What follows belongs to an exercise in optimizing a design on an open flow for small area, a short achievable clock period and few clock cycles per item; a production flow would make more cautious choices.
In this exercise RTL edits were held to simulation tests only and were not proved equivalent to the original.

==> run a: inputs <==
Design EC_TOP, start of the top module:
module EC_TOP(
    clk, rst_n, in_valid,
    in_Px, in_Py, in_Qx, in_Qy, in_prime, in_a,
    out_valid, out_Rx, out_Ry
);
input clk, rst_n, in_valid;
input [5:0] in_Px, in_Py, in_Qx, in_Qy, in_prime, in_a;
output out_valid;
output [5:0] out_Rx, out_Ry;
reg vld;
reg [5:0] w_q, u_q, pmy_q, p_q;
reg [6:0] s_q;
wire a0 = ~(in_Px[0] ^ in_Qx[0]);
wire a1 = ~(in_Px[1] ^ in_Qx[1]);
wire a2 = ~(in_Px[2] ^ in_Qx[2]);
wire a3 = ~(in_Px[3] ^ in_Qx[3]);
wire a4 = ~(in_Px[4] ^ in_Qx[4]);
wire a5 = ~(in_Px[5] ^ in_Qx[5]);
wire a6 = ~(in_Py[0] ^ in_Qy[0]);
wire a7 = ~(in_Py[1] ^ in_Qy[1]);
wire a8 = ~(in_Py[2] ^ in_Qy[2]);
wire a9 = ~(in_Py[3] ^ in_Qy[3]);
wire a10 = ~(in_Py[4] ^ in_Qy[4]);
wire a11 = ~(in_Py[5] ^ in_Qy[5]);
wire a12 = a0 & a1 & a2 & a3 & a4 & a5 & a6 & a7 & a8 & a9 & a10 & a11;
wire a13 = ~in_Px[0];
wire a14 = in_Qx[0] ^ a13;
wire a15 = ~a14;
wire a16 = in_Qx[0] | a13;
wire a17 = ~in_Px[1];
wire a18 = in_Qx[1] ^ a17 ^ a16;
wire a19 = (in_Qx[1] & a17) | (in_Qx[1] & a16) | (a17 & a16);
wire a20 = ~in_Px[2];
wire a21 = in_Qx[2] ^ a20 ^ a19;
wire a22 = (in_Qx[2] & a20) | (in_Qx[2] & a19) | (a20 & a19);
wire a23 = ~in_Px[3];
wire a24 = in_Qx[3] ^ a23 ^ a22;
wire a25 = (in_Qx[3] & a23) | (in_Qx[3] & a22) | (a23 & a22);
wire a26 = ~in_Px[4];
wire a27 = in_Qx[4] ^ a26 ^ a25;
  ...
Settings: LEC_CHECK=0, ABC_AREA=1, CAP_MARGIN=20, CORE_MARGIN=2, CORE_UTILIZATION=40, SLEW_MARGIN=20, SYNTH_HIERARCHICAL=1, SYNTH_MEMORY_MAX_BITS=16384; clock period 220.0 ns.
standard.sh (not shown) runs the stock make flow with config.mk's settings and CLKGATE_MAP_FILE= SYNTH_SCRIPT=/design/flow/synth_recipe.tcl, a recipe that flattens the netlist after the stock synthesis.
==> flow/flow/run.sh <==
#!/bin/bash
# Own layout flow:
#  1. the standard synthesis (standard.sh synth), unchanged;
#  2. an area-oriented re-mapping (ABC amap) of the combinational standard
#     cells only: flip-flops, full/half adders and tie cells stay as they are,
#     so the registers keep their names and cell types;
#  3. the standard layout from floorplan to finish, with buf_1 port buffers.
# Each tool writes its full output to a log file in the work folder.
set -euo pipefail
W="$PWD"
RES="$W/orfs/results/$FLOW_PLATFORM/EC_TOP/base"
bash standard.sh synth > "$W/synth.log" 2>&1
cp "$RES/1_2_yosys.v" "$W/1_2_yosys_standard.v"
REMAP_IN="$W/1_2_yosys_standard.v" REMAP_OUT="$RES/1_2_yosys.v" \
  yosys -c flow/remap.tcl > "$W/remap.log" 2>&1
rm -f "$RES/1_synth.odb"
export BUFFER_PORTS_ARGS="-buffer_cell sky130_fd_sc_hd__buf_1"
bash standard.sh > "$W/layout.log" 2>&1
==> flow/flow/amap.abc <==
strash
dch
amap
topo
stime -c
==> flow/flow/remap.tcl <==
# Re-map the combinational cells of the standard synthesis for area.
# Flip-flops, full/half adders and tie cells are kept as they are.
yosys -import
set lib $::env(FLOW_HOME)/platforms/$::env(FLOW_PLATFORM)/lib/sky130_fd_sc_hd__tt_025C_1v80.lib
set top $::env(FLOW_TOP)
set flat $::env(PWD)/remap_flat.v
# 1. the other cells as their logic functions
read_liberty -ignore_miss_func $lib
read_verilog $::env(REMAP_IN)
hierarchy -check -top $top
blackbox sky130_fd_sc_hd__df* sky130_fd_sc_hd__fa_* sky130_fd_sc_hd__ha_* sky130_fd_sc_hd__conb_* {*}[expr {[info exists ::env(REMAP_KEEP)] ? $::env(REMAP_KEEP) : ""}]
flatten
opt_clean -purge
select $top
write_verilog -noattr -selected $flat
select -clear
design -reset
# 2. map that logic again
read_liberty -lib $lib
read_verilog $flat
hierarchy -check -top $top
techmap
opt -fast
set dont {}
foreach c {probe_p_8 probec_p_8 lpflow_*} { lappend dont -dont_use sky130_fd_sc_hd__$c }
abc -liberty $lib {*}$dont -script [file dirname [info script]]/amap.abc
opt_clean -purge
setundef -zero
hilomap -singleton -hicell sky130_fd_sc_hd__conb_1 HI -locell sky130_fd_sc_hd__conb_1 LO
insbuf -buf sky130_fd_sc_hd__buf_4 A X
opt_clean -purge
check -assert
tee -o $::env(PWD)/remap_stat.txt stat -liberty $lib
write_verilog -noattr -nohex -nodec $::env(REMAP_OUT)
==> run b (differences from run a) <==
--- a/flow/design.v
+++ b/flow/design.v
@@ -1035,58 +1035,18 @@
 wire a703 = a702 ? a683 : a669;
 wire a704 = a702 ? a686 : a671;
 wire a705 = a702 ? a689 : a673;
 wire a706 = a702 ? a692 : a675;
 wire a707 = a702 ? a695 : a677;
 wire a708 = a702 ? a698 : a679;
-wire a709 = in_Px[0] ^ a703;
-wire a710 = in_Px[0] & a703;
-wire a711 = in_Px[1] ^ a704 ^ a710;
-wire a712 = (in_Px[1] & a704) | (in_Px[1] & a710) | (a704 & a710);
-wire a713 = in_Px[2] ^ a705 ^ a712;
-wire a714 = (in_Px[2] & a705) | (in_Px[2] & a712) | (a705 & a712);
-wire a715 = in_Px[3] ^ a706 ^ a714;
-wire a716 = (in_Px[3] & a706) | (in_Px[3] & a714) | (a706 & a714);
-wire a717 = in_Px[4] ^ a707 ^ a716;
-wire a718 = (in_Px[4] & a707) | (in_Px[4] & a716) | (a707 & a716);
-wire a719 = in_Px[5] ^ a708 ^ a718;
-wire a720 = (in_Px[5] & a708) | (in_Px[5] & a718) | (a708 & a718);
-wire a721 = ~in_prime[0];
-wire a722 = a709 ^ a721;
-wire a723 = ~a722;
-wire a724 = a709 | a721;
-wire a725 = ~in_prime[1];
-wire a726 = a711 ^ a725 ^ a724;
-wire a727 = (a711 & a725) | (a711 & a724) | (a725 & a724);
-wire a728 = ~in_prime[2];
-wire a729 = a713 ^ a728 ^ a727;
-wire a730 = (a713 & a728) | (a713 & a727) | (a728 & a727);
-wire a731 = ~in_prime[3];
-wire a732 = a715 ^ a731 ^ a730;
-wire a733 = (a715 & a731) | (a715 & a730) | (a731 & a730);
-wire a734 = ~in_prime[4];
-wire a735 = a717 ^ a734 ^ a733;
-wire a736 = (a717 & a734) | (a717 & a733) | (a734 & a733);
-wire a737 = ~in_prime[5];
-wire a738 = a719 ^ a737 ^ a736;
-wire a739 = (a719 & a737) | (a719 & a736) | (a737 & a736);
-wire a740 = a720 ^ a739;
-wire a741 = ~a740;
-wire a742 = a720 | a739;
-wire a743 = a742 ? a723 : a709;
-wire a744 = a742 ? a726 : a711;
-wire a745 = a742 ? a729 : a713;
-wire a746 = a742 ? a732 : a715;
-wire a747 = a742 ? a735 : a717;
-wire a748 = a742 ? a738 : a719;
 always @(posedge clk or negedge rst_n)
     if (!rst_n) vld <= 1'b0;
     else vld <= in_valid;
 always @(posedge clk) begin
     s_q   <= {a668, a667, a666, a665, a664, a663, a478};
-    w_q   <= {a748, a747, a746, a745, a744, a743};
+    w_q   <= {in_Px[5], in_Px[4], in_Px[3], in_Px[2], in_Px[1], in_Px[0]};
     u_q   <= {a708, a707, a706, a705, a704, a703};
     pmy_q <= {a68, a65, a62, a59, a56, a53};
     p_q   <= in_prime;
 end
 wire b0 = ~p_q[0];
 wire b1 = s_q[0] ^ b0 ^ 1'b1;
@@ -1343,29 +1303,29 @@
 wire b237 = b223 ? b207 : b225;
 wire b238 = b223 ? b210 : b227;
 wire b239 = b223 ? b213 : b229;
 wire b240 = b223 ? b216 : b231;
 wire b241 = b223 ? b219 : b233;
 wire b242 = b223 ? b222 : b235;
-wire b243 = ~b199;
+wire b243 = ~b237;
 wire b244 = w_q[0] ^ b243;
 wire b245 = ~b244;
 wire b246 = w_q[0] | b243;
-wire b247 = ~b200;
+wire b247 = ~b238;
 wire b248 = w_q[1] ^ b247 ^ b246;
 wire b249 = (w_q[1] & b247) | (w_q[1] & b246) | (b247 & b246);
-wire b250 = ~b201;
+wire b250 = ~b239;
 wire b251 = w_q[2] ^ b250 ^ b249;
 wire b252 = (w_q[2] & b250) | (w_q[2] & b249) | (b250 & b249);
-wire b253 = ~b202;
+wire b253 = ~b240;
 wire b254 = w_q[3] ^ b253 ^ b252;
 wire b255 = (w_q[3] & b253) | (w_q[3] & b252) | (b253 & b252);
-wire b256 = ~b203;
+wire b256 = ~b241;
 wire b257 = w_q[4] ^ b256 ^ b255;
 wire b258 = (w_q[4] & b256) | (w_q[4] & b255) | (b256 & b255);
-wire b259 = ~b204;
+wire b259 = ~b242;
 wire b260 = w_q[5] ^ b259 ^ b258;
 wire b261 = (w_q[5] & b259) | (w_q[5] & b258) | (b259 & b258);
 wire b262 = ~b261;
 wire b263 = b245 ^ p_q[0];
 wire b264 = b245 & p_q[0];
 wire b265 = b248 ^ p_q[1] ^ b264;
@@ -1550,65 +1510,65 @@
 wire b444 = b280 & b408;
 wire b445 = b280 & b409;
 wire b446 = b280 & b410;
 wire bs447, bc447;
 EC_FA u_bfa447 (.a(pmy_q[0]), .b(b411), .c(b417), .s(bs447), .co(bc447));
 wire bs448, bc448;
-EC_FA u_bfa448 (.a(bs447), .b(b423), .c(b429), .s(bs448), .co(bc448));
+EC_FA u_bfa448 (.a(b423), .b(bs447), .c(b429), .s(bs448), .co(bc448));
 wire bs449, bc449;
 EC_FA u_bfa449 (.a(bs448), .b(b435), .c(b441), .s(bs449), .co(bc449));
 wire bs450, bc450;
 EC_FA u_bfa450 (.a(pmy_q[1]), .b(b412), .c(b418), .s(bs450), .co(bc450));
 wire bs451, bc451;
-EC_FA u_bfa451 (.a(bc447), .b(bs450), .c(b424), .s(bs451), .co(bc451));
+EC_FA u_bfa451 (.a(b424), .b(bc447), .c(bs450), .s(bs451), .co(bc451));
 wire bs452, bc452;
 EC_FA u_bfa452 (.a(bs451), .b(b430), .c(bc448), .s(bs452), .co(bc452));
 wire bs453, bc453;
 EC_FA u_bfa453 (.a(bs452), .b(b436), .c(b442), .s(bs453), .co(bc453));
 wire bs454, bc454;
 EC_HA u_bha454 (.a(bc449), .b(bs453), .s(bs454), .co(bc454));
 wire bs455, bc455;
 EC_FA u_bfa455 (.a(pmy_q[2]), .b(b413), .c(b419), .s(bs455), .co(bc455));
 wire bs456, bc456;
-EC_FA u_bfa456 (.a(bc450), .b(bs455), .c(b425), .s(bs456), .co(bc456));
+EC_FA u_bfa456 (.a(b425), .b(bc450), .c(bs455), .s(bs456), .co(bc456));
 wire bs457, bc457;
 EC_FA u_bfa457 (.a(bc451), .b(bs456), .c(b431), .s(bs457), .co(bc457));
 wire bs458, bc458;
 EC_FA u_bfa458 (.a(bs457), .b(bc452), .c(b437), .s(bs458), .co(bc458));
 wire bs459, bc459;
 EC_FA u_bfa459 (.a(bs458), .b(b443), .c(bc453), .s(bs459), .co(bc459));
 wire bs460, bc460;
 EC_HA u_bha460 (.a(bc454), .b(bs459), .s(bs460), .co(bc460));
 wire bs461, bc461;
 EC_FA u_bfa461 (.a(pmy_q[3]), .b(b414), .c(b420), .s(bs461), .co(bc461));
 wire bs462, bc462;
-EC_FA u_bfa462 (.a(bc455), .b(bs461), .c(b426), .s(bs462), .co(bc462));
+EC_FA u_bfa462 (.a(b426), .b(bc455), .c(bs461), .s(bs462), .co(bc462));
 wire bs463, bc463;
 EC_FA u_bfa463 (.a(bc456), .b(bs462), .c(b432), .s(bs463), .co(bc463));
 wire bs464, bc464;
 EC_FA u_bfa464 (.a(bc457), .b(bs463), .c(b438), .s(bs464), .co(bc464));
 wire bs465, bc465;
 EC_FA u_bfa465 (.a(bc458), .b(bs464), .c(b444), .s(bs465), .co(bc465));
 wire bs466, bc466;
 EC_FA u_bfa466 (.a(bs465), .b(bc459), .c(bc460), .s(bs466), .co(bc466));
 wire bs467, bc467;
 EC_FA u_bfa467 (.a(pmy_q[4]), .b(b415), .c(b421), .s(bs467), .co(bc467));
 wire bs468, bc468;
-EC_FA u_bfa468 (.a(bc461), .b(bs467), .c(b427), .s(bs468), .co(bc468));
+EC_FA u_bfa468 (.a(b427), .b(bc461), .c(bs467), .s(bs468), .co(bc468));
 wire bs469, bc469;
 EC_FA u_bfa469 (.a(bc462), .b(bs468), .c(b433), .s(bs469), .co(bc469));
 wire bs470, bc470;
 EC_FA u_bfa470 (.a(bc463), .b(bs469), .c(b439), .s(bs470), .co(bc470));
 wire bs471, bc471;
 EC_FA u_bfa471 (.a(bc464), .b(bs470), .c(b445), .s(bs471), .co(bc471));
 wire bs472, bc472;
 EC_FA u_bfa472 (.a(bc465), .b(bs471), .c(bc466), .s(bs472), .co(bc472));
 wire bs473, bc473;
 EC_FA u_bfa473 (.a(pmy_q[5]), .b(b416), .c(b422), .s(bs473), .co(bc473));
 wire bs474, bc474;
-EC_FA u_bfa474 (.a(bc467), .b(bs473), .c(b428), .s(bs474), .co(bc474));
+EC_FA u_bfa474 (.a(b428), .b(bc467), .c(bs473), .s(bs474), .co(bc474));
 wire bs475, bc475;
 EC_FA u_bfa475 (.a(bc468), .b(bs474), .c(b434), .s(bs475), .co(bc475));
 wire bs476, bc476;
 EC_FA u_bfa476 (.a(bc469), .b(bs475), .c(b440), .s(bs476), .co(bc476));
 wire bs477, bc477;
 EC_FA u_bfa477 (.a(bc470), .b(bs476), .c(b446), .s(bs477), .co(bc477));
CAP_MARGIN = 0   (was 20)
CORE_UTILIZATION = 50   (was 40)
CTS_BUF_LIST = sky130_fd_sc_hd__clkbuf_4 sky130_fd_sc_hd__clkbuf_8   (was not set)
SLEW_MARGIN = 0   (was 20)
==> comparison <==
- Between run b and run a, the lower via count is in run b (gap 3.1%, measured against run a).
- In run b the worst setup slack is lower than in run a, by 1200 ps.
- Against run b, the non-clock buffer count of run a is higher by 4.
- Between run b and run a, the lower first-iteration DRC count is in run b (gap about 11%, measured against run a).
Testbench counts of run a, summed over its fixed seeds: cycles 3,208, items 3,200.
Testbench counts of run b, summed over its fixed seeds: cycles 3,208, items 3,200.

-- separate check: timing with driven ports --
The results above use ideal ports. As a check the final layouts listed here were re-extracted and re-timed, cells and wires unchanged.
Step 1 sets driving cells, clkbuf_16 on the clock port and buf_2 on the other inputs (assumed; they add their load-dependent delay and slew).
Step 2 also shifts input and output timing later by t, the mid clock arrival at the registers, as if the neighbouring blocks saw the same clock.
Three values: ideal, step 1, step 2; two values: the first two.
| run | t, ns | setup WS [ns] | worst setup path at the end |
|---|---|---|---|
| run a | 0.302 | 138.299 / 138.312 / 138.010 | input to register |
| run b | 0.322 | 137.149 / 137.117 / 137.439 | register to output |
After both steps every run listed still meets setup and hold. The setup slack of run a, which loses most, moves by +0.013 ns with the drivers and by -0.289 ns with both steps.
